This design comes from an exercise in tuning for small area on the open sky130 flow, not from production work. Function was checked by simulation only, so behaviour that the tests miss may differ from the original.

==> flow/run.sh <==
#!/bin/bash
# synth_recipe.tcl (not shown) runs the flow's synth.tcl, then flattens the netlist and writes it again
# the make line also repeats each setting of config.mk as NAME=value (left out here)
make -C /OpenROAD-flow-scripts/flow DESIGN_CONFIG=/design/flow/config.mk WORK_HOME=/design/flow/orfs CLKGATE_MAP_FILE= SYNTH_SCRIPT=/design/flow/synth_recipe.tcl finish
==> flow/config.mk <==
export PLATFORM = sky130hd
export DESIGN_NAME = compact_bf
export DESIGN_NICKNAME = compact_bf
export VERILOG_FILES = /design/flow/design.v
export SDC_FILE = /design/flow/constraint.sdc
export NUM_CORES = 4
export LEC_CHECK = 0
export CAP_MARGIN = 20
export CORE_MARGIN = 2
export CORE_UTILIZATION = 65
export CTS_CLUSTER_DIAMETER = 100
export CTS_CLUSTER_SIZE = 30
export SLEW_MARGIN = 20
==> flow/constraint.sdc <==
create_clock -name core_clock -period 10.0 [get_ports {clk}]
set_input_delay 2.0000 -clock core_clock [delete_from_list [all_inputs] [get_ports {clk}]]
set_output_delay 2.0000 -clock core_clock [all_outputs]
set_load 0.01 [all_outputs]
==> flow/design.v <==
`timescale 1ns / 1ps
module foldk (input [23:0] p, output [14:0] s);
    wire t1 = p[1] ^ p[18] ^ p[19];
    wire t2 = (p[1] & p[18]) | (p[1] & p[19]) | (p[18] & p[19]);
    wire t3 = ~p[12] ^ ~p[13];
    wire t4 = ~p[12] & ~p[13];
    wire t5 = p[2] ^ ~p[14] ^ ~p[16];
    wire t6 = (p[2] & ~p[14]) | (p[2] & ~p[16]) | (~p[14] & ~p[16]);
    wire t7 = p[3] ^ ~p[15] ^ ~p[17];
    wire t8 = (p[3] & ~p[15]) | (p[3] & ~p[17]) | (~p[15] & ~p[17]);
    wire t9 = p[4] ^ p[18] ^ ~p[16];
    wire t10 = (p[4] & p[18]) | (p[4] & ~p[16]) | (p[18] & ~p[16]);
    wire t11 = p[5] ^ p[18] ^ p[19];
    wire t12 = (p[5] & p[18]) | (p[5] & p[19]) | (p[18] & p[19]);
    wire t13 = ~p[17] ^ ~p[20];
    wire t14 = ~p[17] & ~p[20];
    wire t15 = p[6] ^ p[19];
    wire t16 = p[6] & p[19];
    wire t17 = p[0] ^ p[19];
    wire t18 = p[0] & p[19];
    wire t19 = ~p[15] ^ ~p[20] ^ ~p[21];
    wire t20 = (~p[15] & ~p[20]) | (~p[15] & ~p[21]) | (~p[20] & ~p[21]);
    wire t21 = 1'b1 ^ t1;
    wire t22 = 1'b1 & t1;
    wire t23 = ~p[21] ^ ~p[22] ^ 1'b1;
    wire t24 = (~p[21] & ~p[22]) | (~p[21] & 1'b1) | (~p[22] & 1'b1);
    wire t25 = t5 ^ t2 ^ t4;
    wire t26 = (t5 & t2) | (t5 & t4) | (t2 & t4);
    wire t27 = ~p[20] ^ ~p[22] ^ ~p[23];
    wire t28 = (~p[20] & ~p[22]) | (~p[20] & ~p[23]) | (~p[22] & ~p[23]);
    wire t29 = 1'b1 ^ t7 ^ t6;
    wire t30 = (1'b1 & t7) | (1'b1 & t6) | (t7 & t6);
    wire t31 = ~p[20] ^ ~p[21] ^ ~p[23];
    wire t32 = (~p[20] & ~p[21]) | (~p[20] & ~p[23]) | (~p[21] & ~p[23]);
    wire t33 = 1'b1 ^ t9 ^ t8;
    wire t34 = (1'b1 & t9) | (1'b1 & t8) | (t9 & t8);
    wire t35 = ~p[21] ^ ~p[22] ^ 1'b1;
    wire t36 = (~p[21] & ~p[22]) | (~p[21] & 1'b1) | (~p[22] & 1'b1);
    wire t37 = t11 ^ t13 ^ t10;
    wire t38 = (t11 & t13) | (t11 & t10) | (t13 & t10);
    wire t39 = ~p[21] ^ ~p[22] ^ ~p[23];
    wire t40 = (~p[21] & ~p[22]) | (~p[21] & ~p[23]) | (~p[22] & ~p[23]);
    wire t41 = t15 ^ t12 ^ t14;
    wire t42 = (t15 & t12) | (t15 & t14) | (t12 & t14);
    wire t43 = p[7] ^ p[18] ^ ~p[22];
    wire t44 = (p[7] & p[18]) | (p[7] & ~p[22]) | (p[18] & ~p[22]);
    wire t45 = ~p[23] ^ t16;
    wire t46 = ~p[23] & t16;
    wire t47 = p[8] ^ p[18] ^ ~p[13];
    wire t48 = (p[8] & p[18]) | (p[8] & ~p[13]) | (p[18] & ~p[13]);
    wire t49 = ~p[14] ^ ~p[23] ^ 1'b1;
    wire t50 = (~p[14] & ~p[23]) | (~p[14] & 1'b1) | (~p[23] & 1'b1);
    wire t51 = p[9] ^ p[19] ^ ~p[12];
    wire t52 = (p[9] & p[19]) | (p[9] & ~p[12]) | (p[19] & ~p[12]);
    wire t53 = ~p[13] ^ ~p[15] ^ 1'b1;
    wire t54 = (~p[13] & ~p[15]) | (~p[13] & 1'b1) | (~p[15] & 1'b1);
    wire t55 = p[10] ^ p[19] ^ ~p[13];
    wire t56 = (p[10] & p[19]) | (p[10] & ~p[13]) | (p[19] & ~p[13]);
    wire t57 = p[11] ^ p[18];
    wire t58 = p[11] & p[18];
    wire t59 = ~p[13] ^ ~p[14];
    wire t60 = ~p[13] & ~p[14];
    wire t61 = t3 ^ t19 ^ t21;
    wire t62 = (t3 & t19) | (t3 & t21) | (t19 & t21);
    wire t63 = t23 ^ t25 ^ t20;
    wire t64 = (t23 & t25) | (t23 & t20) | (t25 & t20);
    wire t65 = t27 ^ t29 ^ t24;
    wire t66 = (t27 & t29) | (t27 & t24) | (t29 & t24);
    wire t67 = t31 ^ t33 ^ t28;
    wire t68 = (t31 & t33) | (t31 & t28) | (t33 & t28);
    wire t69 = t35 ^ t37 ^ t32;
    wire t70 = (t35 & t37) | (t35 & t32) | (t37 & t32);
    wire t71 = t39 ^ t41 ^ t36;
    wire t72 = (t39 & t41) | (t39 & t36) | (t41 & t36);
    wire t73 = t43 ^ t45 ^ t40;
    wire t74 = (t43 & t45) | (t43 & t40) | (t45 & t40);
    wire t75 = t47 ^ t49 ^ t44;
    wire t76 = (t47 & t49) | (t47 & t44) | (t49 & t44);
    wire t77 = t51 ^ t53 ^ t48;
    wire t78 = (t51 & t53) | (t51 & t48) | (t53 & t48);
    wire t79 = ~p[16] ^ t55 ^ t52;
    wire t80 = (~p[16] & t55) | (~p[16] & t52) | (t55 & t52);
    wire t81 = ~p[12] ^ ~p[17] ^ t57;
    wire t82 = (~p[12] & ~p[17]) | (~p[12] & t57) | (~p[17] & t57);
    wire t83 = ~p[20] ^ t17;
    wire t84 = ~p[20] & t17;
    wire t85 = t18 ^ t61 ^ t60;
    wire t86 = (t18 & t61) | (t18 & t60) | (t61 & t60);
    wire t87 = t22 ^ t63 ^ t62;
    wire t88 = (t22 & t63) | (t22 & t62) | (t63 & t62);
    wire t89 = t26 ^ t65 ^ t64;
    wire t90 = (t26 & t65) | (t26 & t64) | (t65 & t64);
    wire t91 = t30 ^ t67 ^ t66;
    wire t92 = (t30 & t67) | (t30 & t66) | (t67 & t66);
    wire t93 = t34 ^ t69 ^ t68;
    wire t94 = (t34 & t69) | (t34 & t68) | (t69 & t68);
    wire t95 = t38 ^ t71 ^ t70;
    wire t96 = (t38 & t71) | (t38 & t70) | (t71 & t70);
    wire t97 = t42 ^ t73 ^ t72;
    wire t98 = (t42 & t73) | (t42 & t72) | (t73 & t72);
    wire t99 = t46 ^ t75 ^ t74;
    wire t100 = (t46 & t75) | (t46 & t74) | (t75 & t74);
    wire t101 = t50 ^ t77 ^ t76;
    wire t102 = (t50 & t77) | (t50 & t76) | (t77 & t76);
    wire t103 = t54 ^ t79 ^ t78;
    wire t104 = (t54 & t79) | (t54 & t78) | (t79 & t78);
    wire t105 = t56 ^ t81 ^ t80;
    wire t106 = (t56 & t81) | (t56 & t80) | (t81 & t80);
    wire t107 = t58 ^ t82;
    wire t108 = t58 & t82;
    wire [14:0] ra = {1'b0, t108, t107, t105, t103, t101, t99, t97, t95, t93, t91, t89, t87, t85, t59};
    wire [14:0] rb = {1'b0, 1'b0, t106, t104, t102, t100, t98, t96, t94, t92, t90, t88, t86, t84, t83};
    assign s = ra + rb;
endmodule
`timescale 1ns / 1ps
module compact_bf #(parameter data_width = 12)(
        input clk,rst,
        input [data_width-1:0] u0,v0,u1,v1,
        input [data_width-1:0] wa1,wa2,wa3,
        input sel_0,sel_1,KD_mode,
        output [data_width-1:0] bf_0_upper,bf_0_lower,bf_1_upper,bf_1_lower
        );
    localparam [11:0] KQ = 12'd3329;
    localparam [23:0] DQ = 24'd8380417;
    wire isD  = KD_mode;
    wire isK4 = sel_0 & ~KD_mode;
    wire isK2 = ~sel_0 & ~KD_mode;
    wire inv  = sel_1;
    wire k2n = isK2 & ~inv;
    wire k2i = isK2 & inv;
    wire k4n = isK4 & ~inv;
    wire k4i = isK4 & inv;
    wire dn  = isD & ~inv;
    wire di  = isD & inv;
    function [11:0] addK(input [11:0] a, input [11:0] b);
        reg [12:0] s;
        begin
            s = a + b;
            addK = (s >= KQ) ? s - KQ : s[11:0];
        end
    endfunction
    function [11:0] subK(input [11:0] a, input [11:0] b);
        reg [12:0] d;
        begin
            d = {1'b0,a} - {1'b0,b};
            subK = d[12] ? d[11:0] + KQ : d[11:0];
        end
    endfunction
    function [11:0] hK(input [11:0] x);
        hK = x[0] ? {1'b0,x[11:1]} + 12'd1665 : {1'b0,x[11:1]};
    endfunction
    function [23:0] hD(input [23:0] x);
        hD = x[0] ? {1'b0,x[23:1]} + 24'd4190209 : {1'b0,x[23:1]};
    endfunction
    function [11:0] corrA(input [14:0] s);
        reg [5:0] st;
        reg [2:0] k;
        reg [14:0] kq;
        reg [14:0] v;
        begin
            st = s[14:9];
            k = (st >= 6'd7) + (st >= 6'd14) + (st >= 6'd20) + (st >= 6'd27) + (st >= 6'd33);
            case (k)
                3'd0: kq = 15'd0;
                3'd1: kq = 15'd3329;
                3'd2: kq = 15'd6658;
                3'd3: kq = 15'd9987;
                3'd4: kq = 15'd13316;
                default: kq = 15'd16645;
            endcase
            v = s - kq;
            corrA = v[11:0];
        end
    endfunction
    function [11:0] corrB(input [11:0] v);
        reg [12:0] v2;
        begin
            v2 = {1'b0,v} - 13'd3329;
            corrB = v2[12] ? v : v2[11:0];
        end
    endfunction
    function [13:0] redDz(input [26:0] y);
        reg [24:0] zp;
        begin
            zp = {y[26:23], 13'b0} - y[26:23] + y[22:0] + 25'd8396799;
            redDz = {zp[24], zp[12:0]};
        end
    endfunction
    function [23:0] hqf(input [12:0] b);
        reg [11:0] m;
        reg [11:0] hi;
        begin
            m = b[12] ? b[11:0] - 12'd1 : b[11:0];
            if (b[12] && b[11:0] == 12'd0) hqf = 24'h800000;
            else if (m[0]) hqf = {(b[12] ? 12'h800 : 12'h3FF), {1'b0, m[11:1]} + 12'd1};
            else hqf = {(b[12] ? 12'h401 : 12'h000), 1'b0, m[11:1]};
        end
    endfunction
    function [23:0] qd(input [12:0] b);
        qd = b[12] ? {12'b0, b[11:0]} + 24'd8396799 : {12'b0, b[11:0]};
    endfunction
    reg [23:0] rP0, rP1, rP2, rP3;           
    reg [11:0] rS0, rS1, rS2, rS3;           
    reg [11:0] rU, rU2, rV, rV2;             
    reg [11:0] H1, H2, H3, H4;
    wire [11:0] rT3pre = H1, rT2 = H2, rT2b = H3, rT1 = H4;     
    wire [11:0] rS = H1, rSd = H2, rA = H3, rA2 = H4;           
    reg        rC1, rC2, rC3;                
    reg [11:0] rAS, rD3;                     
    reg [11:0] rWx, rW3, rW1b, rW3b, rW1c, rW3c;  
    reg [11:0] L0 [1:15];
    reg [11:0] L1 [1:13];
    reg [11:0] L2 [1:13];
    reg [11:0] L3 [1:11];
    wire [12:0] dV = {1'b0,v0} + (KQ - {1'b0,v1});    
    wire [11:0] sU = addK(u0, u1);
    wire [11:0] sV = addK(v0, v1);
    wire [11:0] A  = hK(sU);                           
    wire [23:0] F0 = {u0, v0};
    wire [23:0] F2 = {u1, v1};
    wire [24:0] dF = {1'b0,F0} - {1'b0,F2};
    wire [23:0] r  = dF[24] ? dF[23:0] + DQ : dF[23:0];  
    wire        oddr = dF[0] ^ dF[24];
    wire [25:0] tr = {dF[24],dF} + (dF[24] ? (oddr ? {DQ,1'b0} : {2'b0,DQ}) : (oddr ? {2'b0,DQ} : 26'd0));
    reg [12:0] x0, x1, x2, x3;
    reg [11:0] y0, y1, y2, y3;
    always @(*) begin
        x0 = {1'b0,u1}; y0 = wa2;
        x1 = {1'b0,v1}; y1 = wa2;
        x2 = {1'b0,v1}; y2 = wa3;
        x3 = {1'b0,u1}; y3 = wa3;
        if (k2n) begin
            x0 = {1'b0,u1}; y0 = 12'd2642;
            x1 = {1'b0,v1}; y1 = 12'd2642;
        end else if (k2i) begin
            x0 = {1'b0,u0}; y0 = 12'd687;
            x2 = {1'b0,u1}; y2 = 12'd687;
            x1 = {1'b0,v0}; y1 = 12'd687;
            x3 = {1'b0,v1}; y3 = 12'd687;
        end else if (k4n) begin
            x0 = {1'b0,u1};     y0 = wa2;
            x1 = {1'b0,v0};     y1 = wa1;
            x2 = {1'b0,v1};     y2 = wa3;
            x3 = {1'b0,rT3pre}; y3 = 12'd1821;
        end else if (k4i) begin
            x0 = {1'b0,rAS}; y0 = wa2;
            x1 = {1'b0,aAD}; y1 = rW1c;
            x2 = {1'b0,sAD}; y2 = rW3c;
            x3 = dV;         y3 = 12'd317;
        end else if (di) begin
            x0 = {1'b0,rW1b}; y0 = rWx;       
            x1 = {1'b0,rW1b}; y1 = rW3;
            x2 = {1'b0,rW3b}; y2 = rW3;
            x3 = {1'b0,rW3b}; y3 = rWx;
        end
    end
    wire [24:0] p0 = x0 * y0;
    wire [24:0] p1 = x1 * y1;
    wire [24:0] p2 = x2 * y2;
    wire [24:0] p3 = x3 * y3;
    wire [14:0] f0, f1, f2, f3;
    foldk fk0 (.p(rP0), .s(f0));
    foldk fk1 (.p(rP1), .s(f1));
    foldk fk2 (.p(rP2), .s(f2));
    foldk fk3 (.p(rP3), .s(f3));
    wire [26:0] yD1 = rP2[22:0] + {rP1[10:0], 12'b0} + {rP1[23:11], 13'b0} - rP1[23:11]
                   + {rP2[23], 13'b0} - rP2[23];
    wire [12:0] ah2 = {rP0[11:0], rP3[11]};
    wire [26:0] yD2 = {rP3[10:0], 12'b0} + {ah2, 13'b0} - ah2;
    wire [13:0] z1 = redDz(yD1);
    wire [13:0] z2 = redDz(yD2);
    wire [11:0] R0 = corrB(rS0);
    wire [11:0] R1 = corrB(rS1);
    wire [11:0] R2 = corrB(rS2);
    wire [11:0] R3 = corrB(rS3);
    wire [12:0] B  = {rS2[0], rS0} + {rS2[2], rS1} + !rS2[1] + !rS2[3];
    wire [11:0] Qa  = (rA - rSd) + ((rSd < rA) ? KQ : 12'd0);
    wire [11:0] sub1 = subK(rU2, R0);                       
    wire [11:0] add1 = addK(k4n ? R1 : rU2, k4n ? R2 : R0);  
    wire [11:0] sub2 = subK((k4n | k2i) ? R1 : rV2, k4n ? R2 : k2i ? R3 : R1);  
    wire [11:0] aAD  = addK(rA2, rD3);                      
    wire [11:0] sAD  = subK(rA2, rD3);
    wire [11:0] add2 = addK(k4n ? rT1 : rV2, k4n ? L0[5] : R1);  
    wire [11:0] sub3 = subK(k2i ? R0 : rT1, k2i ? R2 : L0[5]);  
    wire [11:0] hk0 = hK(k4i ? Qa : rU2);                    
    wire [11:0] hk1 = hK(k2i ? sub3 : R0);                   
    wire [11:0] hk2 = hK(k4i ? R2 : sub2);                   
    wire [11:0] hk3 = hK(k4i ? R1 : rV2);                    
    wire [11:0] T1  = sub1;
    wire        c   = R0 < rU2;
    wire [11:0] T2  = add1;
    wire [11:0] T3p = sub2;
    wire [11:0] X   = (12'd0 - R3) + (rC3 ? KQ : 12'd0);
    wire [11:0] bf0n = addK(X, rT2b);
    wire [24:0] zF = {1'b0,F0} + {13'b0,B[11:0]};
    wire [24:0] zA = zF + (B[12] ? 25'd8396799 : 25'd0);
    wire [25:0] zB = {1'b0,zF} + (B[12] ? 26'd16382 : (26'h3FFFFFF - 26'd8380416));
    wire [23:0] z  = zB[25] ? zA[23:0] : zB[23:0];
    wire [23:0] hr = tr[24:1];
    wire [23:0] hq = hqf(B);
    reg [11:0] h0, h1, h2, h3;
    always @(*) begin
        if (k2n) begin
            h0 = add1; h1 = sub1; h3 = add2; h2 = sub2;
        end else if (k2i | k4i) begin
            h0 = hk0; h1 = hk1; h3 = hk3; h2 = hk2;
        end else if (k4n) begin
            h0 = R3; h1 = add2; h2 = sub3; h3 = bf0n;
        end else if (dn) begin
            h0 = z[23:12]; h3 = z[11:0];
            h1 = hq[23:12]; h2 = hq[11:0];
        end else begin
            h0 = hr[23:12]; h3 = hr[11:0];
            h1 = hq[23:12]; h2 = hq[11:0];
        end
    end
    integer i;
    always @(posedge clk) begin
        rP0 <= p0[23:0]; rP1 <= p1[23:0]; rP2 <= p2[23:0]; rP3 <= p3[23:0];
        rS0 <= isD ? z1[11:0] : corrA(f0);
        rS1 <= isD ? z2[11:0] : corrA(f1);
        rS2 <= isD ? {8'b0, z2[13:12], z1[13:12]} : corrA(f2);
        rS3 <= corrA(f3);
        rU  <= k2i ? sU : u0;
        rV  <= k2i ? sV : v0;
        rU2 <= rU;
        rV2 <= rV;
        H1 <= k4n ? T3p : sV;
        H2 <= k4n ? T2 : H1;
        H3 <= k4n ? H2 : A;
        H4 <= k4n ? T1 : H3;
        rC1 <= c;
        rC2 <= rC1;
        rC3 <= rC2;
        rAS <= addK(A, rS);
        rD3 <= hK(R3);
        rWx <= k4i ? wa1 : wa2;
        rW3 <= wa3;
        rW1b <= k4i ? rWx : r[23:12];
        rW3b <= k4i ? rW3 : r[11:0];
        rW1c <= rW1b;
        rW3c <= rW3b;
        L0[1] <= h0; L1[1] <= h1; L2[1] <= h2; L3[1] <= h3;
        for (i = 2; i <= 15; i = i + 1) L0[i] <= L0[i-1];
        for (i = 2; i <= 13; i = i + 1) L1[i] <= L1[i-1];
        for (i = 2; i <= 13; i = i + 1) L2[i] <= L2[i-1];
        for (i = 2; i <= 11; i = i + 1) L3[i] <= L3[i-1];
    end
    assign bf_0_upper = k4i ? L0[15] : k4n ? L3[11] : isK2 ? L0[5] : L0[7];
    assign bf_1_upper = k4i ? L1[13] : k4n ? L1[13] : isK2 ? L1[5] : dn ? L0[7] : L1[6];
    assign bf_0_lower = isK4 ? L3[11] : isK2 ? L3[6] : L3[7];
    assign bf_1_lower = k4i ? L2[11] : k4n ? L2[13] : isK2 ? L2[6] : dn ? L3[7] : L2[6];
endmodule
==> notes.md <==
-- per-stage QoR --
| step | TNS, ns | util [%] | hold WS [ns] | area (sq um) |
|---|---|---|---|---|
| global placement | -0.142 | 69.2 | 0.310 | 84100 |
| global route | -0.00517 | 70.6 | 0.319 | 85800 |
| CTS | 0 | 70.5 | 0.310 | 85700 |
| floorplan | 0 | - | 0.310 | 79400 |
| finish | 0 | 70.6 | 0.320 | 85800 |
| detailed placement | -1.11 | 69.2 | 0.312 | 84100 |
-- flip-flops by register name, indices dropped and copies added, names as in the netlist, 24 cells and up --
name  flops
L1      156
rP0      24
L2      156
rP1      24
L3      132
L0      180
rP3      24
rP2      24
-- worst max-delay path by stage --
stage / start / endpoint
6_report: v0[1] / rP3[23]$_DFF_P_
5_1_grt: v0[1] / rP3[23]$_DFF_P_
4_1_cts: rP0[16]$_DFF_P_ / rS0[11]$_DFF_P_
3_5_place_dp: v0[1] / rP3[20]$_DFF_P_
3_3_place_gp: v0[1] / rP3[20]$_DFF_P_
2_1_floorplan: v0[1] / rP3[20]$_DFF_P_
-- cells in the final DEF, fill, tap and decap left out, types with 18 or more instances in the layout --
| cell type | instances |
|---|---|
| a211oi_1 | 72 |
| a21boi_0 | 52 |
| a21o_1 | 104 |
| a21oi_1 | 494 |
| a221oi_1 | 62 |
| a22oi_1 | 31 |
| a31oi_1 | 48 |
| and2_1 | 107 |
| and3_1 | 56 |
| buf_4 | 280 |
| clkbuf_16 | 47 |
| clkdlybuf4s50_1 | 132 |
| dfxtp_1 | 963 |
| fa_1 | 623 |
| ha_1 | 895 |
| inv_1 | 1307 |
| mux2i_1 | 92 |
| nand2_1 | 947 |
| nand2b_1 | 114 |
| nand3_1 | 123 |
| nand4_1 | 36 |
| nor2_1 | 581 |
| nor2b_1 | 130 |
| nor3_1 | 150 |
| nor3b_1 | 25 |
| nor4_1 | 18 |
| o211ai_1 | 51 |
| o21a_1 | 54 |
| o21ai_0 | 469 |
| o21ai_1 | 31 |
| o21bai_1 | 65 |
| o221ai_1 | 26 |
| o22ai_1 | 46 |
| o31ai_1 | 33 |
| or2_2 | 43 |
| or3_1 | 48 |
| xnor2_1 | 453 |
| xor2_1 | 191 |
-- cells in the mapped netlist, drive strengths merged, types with 27 or more instances --
cell and number:
a22oi 31, o21a 54, nand3 123, a31oi 50
o21ai 505, dfxtp 963, o221ai 27, clkbuf 227
o211ai 53, and2 108, and3 56, xor2 191
nor2b 130, mux2i 92, nand4 36, a21o 104
or3 48, xnor2 463, ha 895, inv 1309
buf 57, nand2 950, a221oi 65, or2 44
a21oi 500, a21boi 57, a211oi 78, nor2 588
nand2b 114, o31ai 35, fa 623, o22ai 46
nor3 152, o21bai 65
-- layer usage --
metal	up-vias	track usage (%)	wire length, um
met5	-	0	115
met4	16	28.5	22200
met3	1092	11.5	33900
met1	33400	56.2	106000
li1	30900	-	-
met2	4082	69.3	123000
-- cell type report --
cell class	count	area (sq um)	area share, %
flip-flops and latches	963	19300	22.5
repair buffers	421	3590	4.18
inverters	1313	4930	5.75
clock buffers	47	1180	1.37
diodes	8	20.0	0.0233
well taps	1625	2030	2.37
clock inverters	22	440	0.513
multi-input cells	6629	54400	63.3
-- worst register-to-register path, delay by kind of cell (launching register included) --
| family | cells | cell delay (ns) |
|---|---|---|
| DFF | 1 | 0.43 |
| buffers and inverters | 7 | 0.90 |
| AOI/OAI and AO/OA | 21 | 4.35 |
| xor gates and xnor gates | 2 | 0.46 |
| adders and majority gates | 8 | 3.09 |
| and+or+nand+nor | 2 | 0.23 |
-- cell families (layout without fill, tap and decap cells) --
group,after synthesis,in the layout,share of synthesized area (%)
multiplexers,111,111,1.46
AND/OR/NAND/NOR,2448,2448,14.2
adder cells (fa/ha/maj),1518,1518,29.8
buffers and inverters,1597,1803,7.57
AO/OA/AOI/OAI,1893,1893,15.5
XOR/XNOR,654,654,7.22
other,1,13,0.00472
flip-flops,963,963,24.3
-- repair_timing --
item                       CTS  global route
hold buffers                 0             0
buffers inserted             0             1
setup endpoints to repair    0            12
resized for setup            0            23
==> flow_summary.json <==
{
  "status": "timing/DRC/antenna clean",
  "grt_pass1_vias": 69100,
  "fin_cells": 11000,
  "cp_slowest_stage_delay_ns": 0.59,
  "wirelength_um": 286000,
  "clkTransAtPathRegs_ns": 0.12,
  "worst-path-buf-inv": 6,
  "cp.arrival_ns": 10.22,
  "hpwl_um": 232000,
  "dp.cells": 11000,
  "die_h_um": 354,
  "final-hold-violation-count": 0,
  "r2r_cells": 40,
  "num_io_pins": 137,
  "clk_latency_ns": 0.75,
  "max_slew.worst_pin.slew_ns": 1.30,
  "cts_num_sinks": 963,
  "antenna_found_initial": 16,
  "cap_violations": 0,
  "nets": 11000,
  "slew_headroom_pct": 12.8,
  "syn_area_sq_mm": 0.0794,
  "core_sq_mm": 0.122,
  "grt_max_degree": 102,
  "cts_root_buf": "clkbuf_16",
  "cp_slowest_cell": "clkdlybuf4s50_1",
  "synth_top_area_share_pct": 24.3,
  "drive_gt1_share_pct": 5.47,
  "required_ns": 10.61,
  "gp_congestion": 1.07,
  "grt_pass1_wl_um": 423000,
  "hp-class": "flip-flop to flip-flop",
  "synth_seq_cells": 963,
  "cts_buffers": 47,
  "area_delta_synth_final_pct": 8.05,
  "viasPerCell": 6.29,
  "clock.fmax_mhz": 104,
  "synth.area.top_cells": "dfxtp_1, fa_1, ha_1, inv_1, xnor2_1",
  "crit_type": "input pin to flip-flop",
  "die_area_sq_mm": 0.125,
  "grt_usage_pct": 44.9,
  "fill_cells": 9152,
  "hp-start": "L0[4][5]$_DFF_P_",
  "initial_utilization_pct": 65.3,
  "clock_path_buffers": 3,
  "first_pass_iters": 9,
  "finalCritPeriodShare_pct": 96.1,
  "portBuffers": 135,
  "whs_path_depth": 0,
  "synth-edff-count": 0,
  "synth-seq-area-share_pct": 24.3,
  "synth_async_sr_flop_share_pct": 0,
  "synth-warning-count": 5,
  "dp_slack_ns": -0.323,
  "cp.depth": 35,
  "slew_viol_final": 0,
  "num_rows": 128,
  "crit_family": "adder cells",
  "routed-via-count": 69400,
  "synth_area_leader_cell": "dfxtp_1",
  "period_needed_ns": 9.61,
  "die_x_um": 354,
  "synth_area_per_cell_sq_um": 8.65,
  "cts_tree": "yes",
  "finClkSkew_ns": 0.0939,
  "startpoint_type": "input pin",
  "rrSetupSlack_ns": 0.42,
  "finalWorstSetupSlack_ns": 0.389,
  "cpMostUsedCell": "fa_1",
  "ys_types": 110,
  "wl_per_cell_um": 25.9,
  "r2r-end": "rP2[22]$_DFF_P_",
  "drc": 0,
  "grt-ovfl-total": 0,
  "crit_path_end_kind": "flip-flop",
  "crit_fanout": 4,
  "ys.flop_type": "dfxtp_1",
  "min_to": "L0[5][5]$_DFF_P_",
  "drt-initial-drc-count": 8285,
  "postSynthCellCount": 9185,
  "r2r-start": "H4[0]$_DFF_P_",
  "htreeDepth": 2,
  "antenna_left": 0,
  "setup_viol": 0
}

-- afterwards: timing with drivers on the ports --
The results above use ideal ports. As a check the final layout listed here was re-extracted and re-timed, cells and wires unchanged.
Step 1 (the two cells are an assumption about what drives the block):
set clk [get_ports {clk}]
set_driving_cell -lib_cell sky130_fd_sc_hd__clkbuf_16 $clk
set_driving_cell -lib_cell sky130_fd_sc_hd__buf_2 [delete_from_list [all_inputs] $clk]
Step 2 times the ports against the registers' clock, not the clock port: input delays grow and output delays shrink by t, the midpoint of the rising clock arrivals with the driver on.
Slacks: no drivers / after step 1 / after step 2; pairs: no drivers / after step 1.
t, ns: 0.793
slack for setup (ns): 0.389 / 0.416 / -0.341
slew at the worst register clock pin (ns): 0.12 / 0.12
worst slew at a driven data input, ns: 0.12
cell pins on the clock port's net: 1
Met with ideal ports but missed after step 2: setup timing in this run. For this run, drivers alone change the setup slack by +0.027 ns; drivers and shift together by -0.730 ns.
